From an optimization exercise on the open Yosys and OpenROAD flow, aimed at small area; shortcuts taken in it are not production practice. Where RTL was checked, it was by simulation tests only, not by an equivalence proof against the original. Power and IR drop assume default switching activity.

v29:
// crypto_dimension
module crypto_dimension(
    input clk,
    input btns,
    input btnr,
    input btnd,
    input btnl,
    input btnu,
    input rst,
    input echo,
    input [15:0] sw,
    output led16_b,
    output led16_g,
    output led16_r,
    output led17_b,
    output led17_g,
    output led17_r,
    output trig,
    output [15:0] Led,
    output wire [7:0] seg,
    output wire [7:0] an
);
    wire [10:0] good_data;
    wire [3:0] dist_m;
    wire [5:0] dist_ft;
    wire [8:0] dist_in;
    wire s, r, d, l, u, d_long;
    wire r_next, l_next;
    reg rst_seen;
    reg [2:0] offset;
    reg [1:0] dat;
    reg [15:0] pw;
    reg auth;
    reg [15:0] enc_mask;
    reg [1:0] units;
    reg [1:0] dimension;
    reg [1:0] measurements_left;
    reg [1:0] dimension_id;
    reg [10:0] dim0, dim1, dim2;
    reg [1:0] l16;       
    reg l17_blue;        
    localparam [2:0] SEL_ZERO = 3'd0, SEL_A = 3'd1, SEL_B = 3'd2,
                     SEL_ORIG = 3'd3, SEL_SEC = 3'd4, SEL_FIRST = 3'd5;
    reg [6:0] storage_id;
    reg storage_full;
    reg [6:0] current;
  ...
export LEC_CHECK = 0
export ABC_AREA = 1
export CAP_MARGIN = 0
export CORE_MARGIN = 2
export CORE_UTILIZATION = 60
export PLACE_DENSITY = 0.72
export SLEW_MARGIN = 0
create_clock -name core_clock -period 250.0 [get_ports {clk}]
standard.sh (not shown) runs the stock make flow with config.mk's settings and CLKGATE_MAP_FILE= SYNTH_SCRIPT=/design/flow/synth_recipe.tcl, a recipe that flattens the netlist after the stock synthesis.
==> flow/flow/run.sh <==
#!/bin/bash
# Own layout flow:
#  1. the standard synthesis (standard.sh synth), unchanged;
#  2. its combinational logic mapped again for area with Yosys and ABC
#     (remap.tcl, remap.abc); every register and tie cell stays as it is;
#  3. the standard layout from floorplan to finish on that netlist, with
#     the clock tree built without dummy loads (CTS_ARGS).
# Each tool's output goes to a log file of its own in the work folder.
set -euo pipefail
WORK=$(pwd)
RES=$WORK/orfs/results/$FLOW_PLATFORM/crypto_dimension/base
PLAT=$FLOW_HOME/platforms/$FLOW_PLATFORM

bash standard.sh synth > 1_synth_standard.log 2>&1
cp "$RES/1_2_yosys.v" "$WORK/1_2_yosys_standard.v"

export REMAP_LIB=$PLAT/lib/sky130_fd_sc_hd__tt_025C_1v80.lib
export REMAP_IN=$WORK/1_2_yosys_standard.v
export REMAP_TOP=$FLOW_TOP
export REMAP_ABC=$WORK/flow/remap.abc
export REMAP_OUT=$RES/1_2_yosys.v
export REMAP_DONT_USE="$(sed -n '/DONT_USE_CELLS += /,/^$/p' "$PLAT/config.mk" | tr -d '\\' | sed 's/export DONT_USE_CELLS += //' | tr '\n' ' ')"
yosys -c flow/remap.tcl > 1_remap.log 2>&1
rm -f "$RES/1_synth.odb" "$RES/1_synth.sdc"

# plain buffers on the ports (the delay cells the default picks are larger)
export BUFFER_PORTS_ARGS="-buffer_cell sky130_fd_sc_hd__buf_1"
export CTS_ARGS="-repair_clock_nets -buf_list sky130_fd_sc_hd__clkbuf_8 -dont_use_dummy_load"
bash standard.sh > 2_layout.log 2>&1
==> flow/flow/remap.abc <==
strash
&get -n
&deepsyn -T 120
&put
dch -f
amap -m -F 4 -A 8
mfs2
strash
dch -f
amap -m -F 4 -A 8
topo
==> flow/flow/remap.tcl <==
# Re-map the combinational logic of the standard synthesis netlist for area.
# Every register and tie cell is kept as it is (same instance, name and cell).
yosys -import
set lib $::env(REMAP_LIB)
read_liberty -ignore_miss_func $lib
read_verilog -noblackbox $::env(REMAP_IN)
hierarchy -top $::env(REMAP_TOP)
# the sequential and tie cells stay as they are
blackbox =sky130_fd_sc_hd__*df* =sky130_fd_sc_hd__*dl* =sky130_fd_sc_hd__conb_*
setattr -set keep 1 t:sky130_fd_sc_hd__*df* t:sky130_fd_sc_hd__*dl* t:sky130_fd_sc_hd__conb_*
flatten
opt_clean -purge
opt_expr
opt_clean -purge
set du {}
foreach c $::env(REMAP_DONT_USE) { lappend du -dont_use $c }
abc -liberty $lib {*}$du -script $::env(REMAP_ABC)
opt_clean -purge
splitnets
opt_clean -purge
hilomap -singleton -hicell sky130_fd_sc_hd__conb_1 HI -locell sky130_fd_sc_hd__conb_1 LO
insbuf -buf sky130_fd_sc_hd__buf_4 A X
opt_clean -purge
select -module $::env(REMAP_TOP)
stat -liberty $lib
write_verilog -noattr -nohex -nodec -selected $::env(REMAP_OUT)
[inputs] v15 vs v29
Settings: GPL_TIMING_DRIVEN newly set to 0.
-- flow/flow/run.sh --
<<< v29, line 27
export BUFFER_PORTS_ARGS="-buffer_cell sky130_fd_sc_hd__buf_1"
export CTS_ARGS="-repair_clock_nets -buf_list sky130_fd_sc_hd__clkbuf_8 -dont_use_dummy_load"
bash standard.sh > 2_layout.log 2>&1
>>> v15, line 27
export BUFFER_PORTS_ARGS="-buffer_cell sky130_fd_sc_hd__buf_1"
export CTS_ARGS="-sink_clustering_enable -repair_clock_nets -sink_clustering_size 21 -sink_clustering_max_diameter 55 -buf_list sky130_fd_sc_hd__clkbuf_8 -dont_use_dummy_load"
bash standard.sh > 2_layout.log 2>&1
Notes after the runs:
- The higher global routing usage summed across all routing layers came out of v29.
- Changes observed in v15 relative to v29: combinational cell fraction of total power rose 0.9 points, cell count fell 165, setup slack fell 0.0050 ns.
- v15 vs v29, startpoint of the most critical setup path: sw[1] vs sw[0]
- Between v29 and v15, the flow reports placed wire-length estimate after detailed placement increasing slightly.
- In v15 relative to v29, count of placed standard cells including taps had gone down slightly.
- [compare] base=v29 new=v15: power after layout shows a reduction of about 10%, starting DRC count in detailed routing decreased by 41 relative to the old numbers.
- On clock transition time at the flip-flop clock pins of the worst setup and hold paths, v29 and v15 are basically level.
- From v29 to v15 the numbers moved as follows: area added between synthesis and finish went down 2.9 points; met1 usage decreased 1.4 points.
diff inputs: v15 => v18
Settings: removing GPL_TIMING_DRIVEN (formerly 0).
==> summary.txt <==
- [compare] base=v15 new=v18: final design area excluding fillers shows a reduction of 200 um2, met2 wirelength from detailed routing moved down.
- The overall power was comparable across v18 and v15.
- Combinational share of power of v18 is on par with v15.
- Between v18 and v15, the setup slack after layout is higher for v18.
- Compare v18 and v15 | initial antenna violation count higher: v15


crypto_dimension, a different RTL version from the one above (not shown whole).
Size: ~6200 cells after synthesis, ~2200 flip-flops, roughly 63 I/O pins, roughly 68000 µm² of cells after synthesis.
==> flow/design.v (excerpt) <==
module crypto_dimension(
    input clk,
    input btns,
    input btnr,
    input btnd,
    input btnl,
    input btnu,
    input rst,
    input echo,
    input [15:0] sw,
    output led16_b,
    output led16_g,
    output led16_r,
    output led17_b,
    output led17_g,
    output led17_r,
    output trig,
    output [15:0] Led,
    output wire [7:0] seg,
    output wire [7:0] an
);
make LEC_CHECK=0 ABC_AREA=1 CAP_MARGIN=20 CORE_MARGIN=2 CORE_UTILIZATION=40 CTS_CLUSTER_DIAMETER=70 CTS_CLUSTER_SIZE=36 SLEW_MARGIN=20 finish   # period 250.0 ns
run.sh (not shown) runs the stock make flow with config.mk's settings and CLKGATE_MAP_FILE= SYNTH_SCRIPT=/design/flow/synth_recipe.tcl, a recipe that flattens the netlist after the stock synthesis.
Stock flow here: none of the scripts above is used.
The starting point finished with timing, DRC and antenna clean.
Edit:
Settings changed: CTS_BUF_LIST set to sky130_fd_sc_hd__clkbuf_8, CTS_CLUSTER_DIAMETER 70 to 50, CTS_CLUSTER_SIZE 36 to 20.
Effect: The changed run went through all stages and came out clean. Sequential cell count stays the same. Maximum frequency stays flat. Setup slack is about the same. Total power decreases by 2.6%. Wire length increases by about 0.7%. Sequential share of layout area increases by 0.34 points. Die area stays the same.
No run of this note included a check of the RTL's function; only the layout flow was run.


build 85:
crypto_dimension, a different RTL version from the one above (not shown whole).
Size in the first run: ~4600 cells after synthesis, roughly 63 I/O pins, ~60000 um^2 of cells after synthesis.
clock: 250.0 ns
lec_check: 0
abc_area: 1
cap_margin: 0
core_margin: 2
core_utilization: 60
place_density: 0.72
slew_margin: 0
standard.sh (not shown) runs the stock make flow with config.mk's settings and CLKGATE_MAP_FILE= SYNTH_SCRIPT=/design/flow/synth_recipe.tcl, a recipe that flattens the netlist after the stock synthesis.
==> flow/flow/run.sh <==
#!/bin/bash
# Own layout flow:
#  1. the standard synthesis (standard.sh synth), unchanged;
#  2. its combinational logic mapped again for area with Yosys and ABC
#     (remap.tcl, remap.abc); every register and tie cell stays as it is, and
#     so do the full and half adders of the multiplier (keep_cells.v);
#  3. the standard layout from floorplan to finish on that netlist, with
#     the clock tree built without dummy loads (CTS_ARGS).
# Each tool's output goes to a log file of its own in the work folder.
set -euo pipefail
WORK=$(pwd)
RES=$WORK/orfs/results/$FLOW_PLATFORM/crypto_dimension/base
PLAT=$FLOW_HOME/platforms/$FLOW_PLATFORM

bash standard.sh synth > 1_synth_standard.log 2>&1
cp "$RES/1_2_yosys.v" "$WORK/1_2_yosys_standard.v"

export REMAP_LIB=$PLAT/lib/sky130_fd_sc_hd__tt_025C_1v80.lib
export REMAP_IN=$WORK/1_2_yosys_standard.v
export REMAP_TOP=$FLOW_TOP
export REMAP_ABC=$WORK/flow/remap.abc
export REMAP_KEEP=$WORK/flow/keep_cells.v
export REMAP_OUT=$RES/1_2_yosys.v
export REMAP_DONT_USE="$(sed -n '/DONT_USE_CELLS += /,/^$/p' "$PLAT/config.mk" | tr -d '\\' | sed 's/export DONT_USE_CELLS += //' | tr '\n' ' ')"
yosys -c flow/remap.tcl > 1_remap.log 2>&1
rm -f "$RES/1_synth.odb" "$RES/1_synth.sdc"

# plain buffers on the ports (the delay cells the default picks are larger)
export BUFFER_PORTS_ARGS="-buffer_cell sky130_fd_sc_hd__buf_1"
export CTS_ARGS="-sink_clustering_enable -repair_clock_nets -sink_clustering_size 22 -sink_clustering_max_diameter 45 -buf_list sky130_fd_sc_hd__clkbuf_8 -dont_use_dummy_load"
bash standard.sh > 2_layout.log 2>&1
==> flow/flow/keep_cells.v <==
module sky130_fd_sc_hd__fa_1_keep(A, B, CIN, COUT, SUM);
  input A, B, CIN;
  output COUT, SUM;
endmodule
module sky130_fd_sc_hd__ha_1_keep(A, B, COUT, SUM);
  input A, B;
  output COUT, SUM;
endmodule
==> flow/flow/remap.tcl <==
# Re-map the combinational logic of the standard synthesis netlist for area.
# Every register and tie cell is kept as it is (same instance, name and cell).
yosys -import
set lib $::env(REMAP_LIB)
read_liberty -ignore_miss_func $lib
read_verilog -noblackbox $::env(REMAP_IN)
hierarchy -top $::env(REMAP_TOP)
# the sequential and tie cells stay as they are
blackbox =sky130_fd_sc_hd__*df* =sky130_fd_sc_hd__*dl* =sky130_fd_sc_hd__conb_*
setattr -set keep 1 t:sky130_fd_sc_hd__*df* t:sky130_fd_sc_hd__*dl* t:sky130_fd_sc_hd__conb_*
# the full and half adders that feed mul_lo (the multiplier) stay as they are
read_verilog -lib $::env(REMAP_KEEP)
select -set mulff c:*mul_lo* {%ci1:+sky130_fd_sc_hd__dfxtp_1[D]}
select -set cone @mulff %ci*:-sky130_fd_sc_hd__dfxtp_1:-sky130_fd_sc_hd__edfxtp_1
select -set mulfa @cone t:sky130_fd_sc_hd__fa_1 %i
select -set mulha @cone t:sky130_fd_sc_hd__ha_1 %i
select -list @mulfa
chtype -set sky130_fd_sc_hd__fa_1_keep @mulfa
chtype -set sky130_fd_sc_hd__ha_1_keep @mulha
select -clear
flatten
opt_clean -purge
opt_expr
opt_clean -purge
set du {}
foreach c $::env(REMAP_DONT_USE) { lappend du -dont_use $c }
abc -liberty $lib {*}$du -script $::env(REMAP_ABC)
chtype -set sky130_fd_sc_hd__fa_1 t:sky130_fd_sc_hd__fa_1_keep
chtype -set sky130_fd_sc_hd__ha_1 t:sky130_fd_sc_hd__ha_1_keep
opt_clean -purge
splitnets
opt_clean -purge
hilomap -singleton -hicell sky130_fd_sc_hd__conb_1 HI -locell sky130_fd_sc_hd__conb_1 LO
insbuf -buf sky130_fd_sc_hd__buf_4 A X
opt_clean -purge
select -module $::env(REMAP_TOP)
stat -liberty $lib
write_verilog -noattr -nohex -nodec -selected $::env(REMAP_OUT)
Scripts as last shown in full above: flow/flow/remap.abc
Build 85 completed; timing, DRC and antenna clean
The inputs of build 71 differ from those of build 85 as listed below.
-- flow/flow/run.sh --
<<< build 85, line 29
export BUFFER_PORTS_ARGS="-buffer_cell sky130_fd_sc_hd__buf_1"
export CTS_ARGS="-sink_clustering_enable -repair_clock_nets -sink_clustering_size 22 -sink_clustering_max_diameter 45 -buf_list sky130_fd_sc_hd__clkbuf_8 -dont_use_dummy_load"
bash standard.sh > 2_layout.log 2>&1
>>> build 71, line 29
export BUFFER_PORTS_ARGS="-buffer_cell sky130_fd_sc_hd__buf_1"
export CTS_ARGS="-sink_clustering_enable -repair_clock_nets -sink_clustering_size 20 -sink_clustering_max_diameter 50 -buf_list sky130_fd_sc_hd__clkbuf_8 -dont_use_dummy_load"
bash standard.sh > 2_layout.log 2>&1
Findings:
Build 85 → build 71: worst reg2reg path depth +1, first-pass GRT wire length ~0 delta, routed via count divided by cell count +0.018, highest achievable clock rate ~0 delta, count of endpoints failing hold in the final timing report ~0 delta. The worst setup slack of build 71 is higher than that of build 85. Per the comparison of build 71 with build 85, overall power after layout dropped 0.40%; leakage power total was more or less identical.
--- input diff build 71..build 1 ---
-- flow/flow/run.sh --
<<< build 71, line 4
#  2. its combinational logic mapped again for area with Yosys and ABC
#     (remap.tcl, remap.abc); every register and tie cell stays as it is, and
#     so do the full and half adders of the multiplier (keep_cells.v);
#  3. the standard layout from floorplan to finish on that netlist, with
>>> build 1, line 4
#  2. its combinational logic mapped again for area with Yosys and ABC
#     (remap.tcl, remap.abc); every register and tie cell stays as it is;
#  3. the standard layout from floorplan to finish on that netlist, with
<<< build 71, line 21
export REMAP_ABC=$WORK/flow/remap.abc
export REMAP_KEEP=$WORK/flow/keep_cells.v
export REMAP_OUT=$RES/1_2_yosys.v
>>> build 1, line 20
export REMAP_ABC=$WORK/flow/remap.abc
export REMAP_OUT=$RES/1_2_yosys.v
==> flow/flow/remap.abc <==
strash
&get -n
&deepsyn -T 300
&put
dch -f
amap
mfs2
strash
dch -f
amap
topo
==> flow/flow/remap.tcl <==
# Re-map the combinational logic of the standard synthesis netlist for area.
# Every register and tie cell is kept as it is (same instance, name and cell).
yosys -import
set lib $::env(REMAP_LIB)
read_liberty -ignore_miss_func $lib
read_verilog -noblackbox $::env(REMAP_IN)
hierarchy -top $::env(REMAP_TOP)
# the sequential and tie cells stay as they are
blackbox =sky130_fd_sc_hd__*df* =sky130_fd_sc_hd__*dl* =sky130_fd_sc_hd__conb_*
setattr -set keep 1 t:sky130_fd_sc_hd__*df* t:sky130_fd_sc_hd__*dl* t:sky130_fd_sc_hd__conb_*
flatten
opt_clean -purge
opt_expr
opt_clean -purge
set du {}
foreach c $::env(REMAP_DONT_USE) { lappend du -dont_use $c }
abc -liberty $lib {*}$du -script $::env(REMAP_ABC)
opt_clean -purge
splitnets
opt_clean -purge
hilomap -singleton -hicell sky130_fd_sc_hd__conb_1 HI -locell sky130_fd_sc_hd__conb_1 LO
insbuf -buf sky130_fd_sc_hd__buf_4 A X
opt_clean -purge
select -module $::env(REMAP_TOP)
stat -liberty $lib
write_verilog -noattr -nohex -nodec -selected $::env(REMAP_OUT)
removed: flow/flow/keep_cells.v
Results
[build 1 vs build 71] synthesized cell count: higher in build 1
Compare build 1 and build 71 | via count of the first global-routing pass higher: build 1
On top achievable clock speed, build 1 and build 71 are basically level.
| fill cell total of the finished layout | build 1 vs build 71 | 114 higher |
Between build 71 and build 1, the flow reports filler-free cell count of the finished design increasing by a little under 10%.
When the final numbers for build 1 and build 71 were put side by side, the total vias in the final route turned out to be smaller in build 71.
Re global routing usage on met3: build 1 is 0.38 points up on build 71.
Final weighted congestion in routability-driven placement, build 1 vs build 71: up by a few percent
Here is what was changed in the inputs of build 41 compared with build 1.
-- flow/flow/run.sh --
<<< build 1, line 27
export BUFFER_PORTS_ARGS="-buffer_cell sky130_fd_sc_hd__buf_1"
export CTS_ARGS="-sink_clustering_enable -repair_clock_nets -sink_clustering_size 20 -sink_clustering_max_diameter 50 -buf_list sky130_fd_sc_hd__clkbuf_8 -dont_use_dummy_load"
bash standard.sh > 2_layout.log 2>&1
>>> build 41, line 27
export BUFFER_PORTS_ARGS="-buffer_cell sky130_fd_sc_hd__buf_1"
export CTS_ARGS="-sink_clustering_enable -repair_clock_nets -sink_clustering_size 40 -sink_clustering_max_diameter 55 -buf_list sky130_fd_sc_hd__clkbuf_16 -dont_use_dummy_load"
bash standard.sh > 2_layout.log 2>&1
==> summary.txt <==
- Flip-flop and latch share of the layout cell area ends up lower on build 41.
- Against build 1 as the reference, build 41 delivers a higher area overhead of the layout relative to synthesis.
- Comparing build 1 with build 41, the global routing usage summed across all routing layers came out essentially unchanged.
- Via count essentially unchanged between build 1 and build 41.
- Diff build 1 -> build 41 | fraction of power spent switching nets | decrease of 0.65 points
- Going from build 1 to build 41, final total power grows by about 5.5%.
- Build 41 ended up with a higher clock-cell share of area than build 1 did.
- Summary of build 41 over build 1: power share of the clock group climbed 3.8 points; sum of routed wire length over all layers grew by 1100 um; met3 track demand over resource in global routing lower.

afterwards: timing with drivers on the ports:
In the flow no input, the clock included, has a driving cell. The finished layouts below were timed again as built, in two steps.
Step 1 sets driving cells, clkbuf_16 on the clock port and buf_2 on the other inputs (assumed; they add their load-dependent delay and slew).
Step 2, shift: input delay + t, output delay - t, t = (earliest + latest rising clock arrival at the registers) / 2. This alone moves slack from input paths to output paths.
a / b / c = ideal / step 1 / step 2; a / b = the first two.
run | shift t [ns] | setup WS [ns] | worst hold slack (ns) | worst setup path at the end | cell pins on the clock port's net
v29 | 0.912 | 149.482 / 149.459 / 149.459 | 0.285 / 0.285 / 0.285 | input to output | 1
v15 | 0.855 | 149.477 / 149.445 / 149.445 | 0.267 / 0.267 / 0.267 | input to output | 1
v18 | 0.845 | 149.492 / 149.467 / 149.467 | 0.246 / 0.246 / 0.246 | input to output | 1
the first run of note 2 | 0.822 | 148.776 / 148.742 / 148.742 | 0.273 / 0.273 / 0.273 | input to output | 1
the second run of note 2 | 0.952 | 148.779 / 148.746 / 148.746 | 0.277 / 0.277 / 0.277 | input to output | 1
build 85 | 0.880 | 149.420 / 149.393 / 149.393 | 0.246 / 0.246 / 0.246 | input to output | 1
build 71 | 0.887 | 149.425 / 149.398 / 149.398 | 0.283 / 0.283 / 0.283 | input to output | 1
build 1 | 0.859 | 149.438 / 149.411 / 149.411 | 0.281 / 0.281 / 0.281 | input to output | 1
build 41 | 0.738 | 149.450 / 149.424 / 149.424 | 0.259 / 0.259 / 0.259 | input to output | 1
After both steps setup and hold are still met in every run listed. The setup slack of the first run of note 2, which loses most, moves by -0.034 ns with the drivers and by -0.034 ns with both steps.
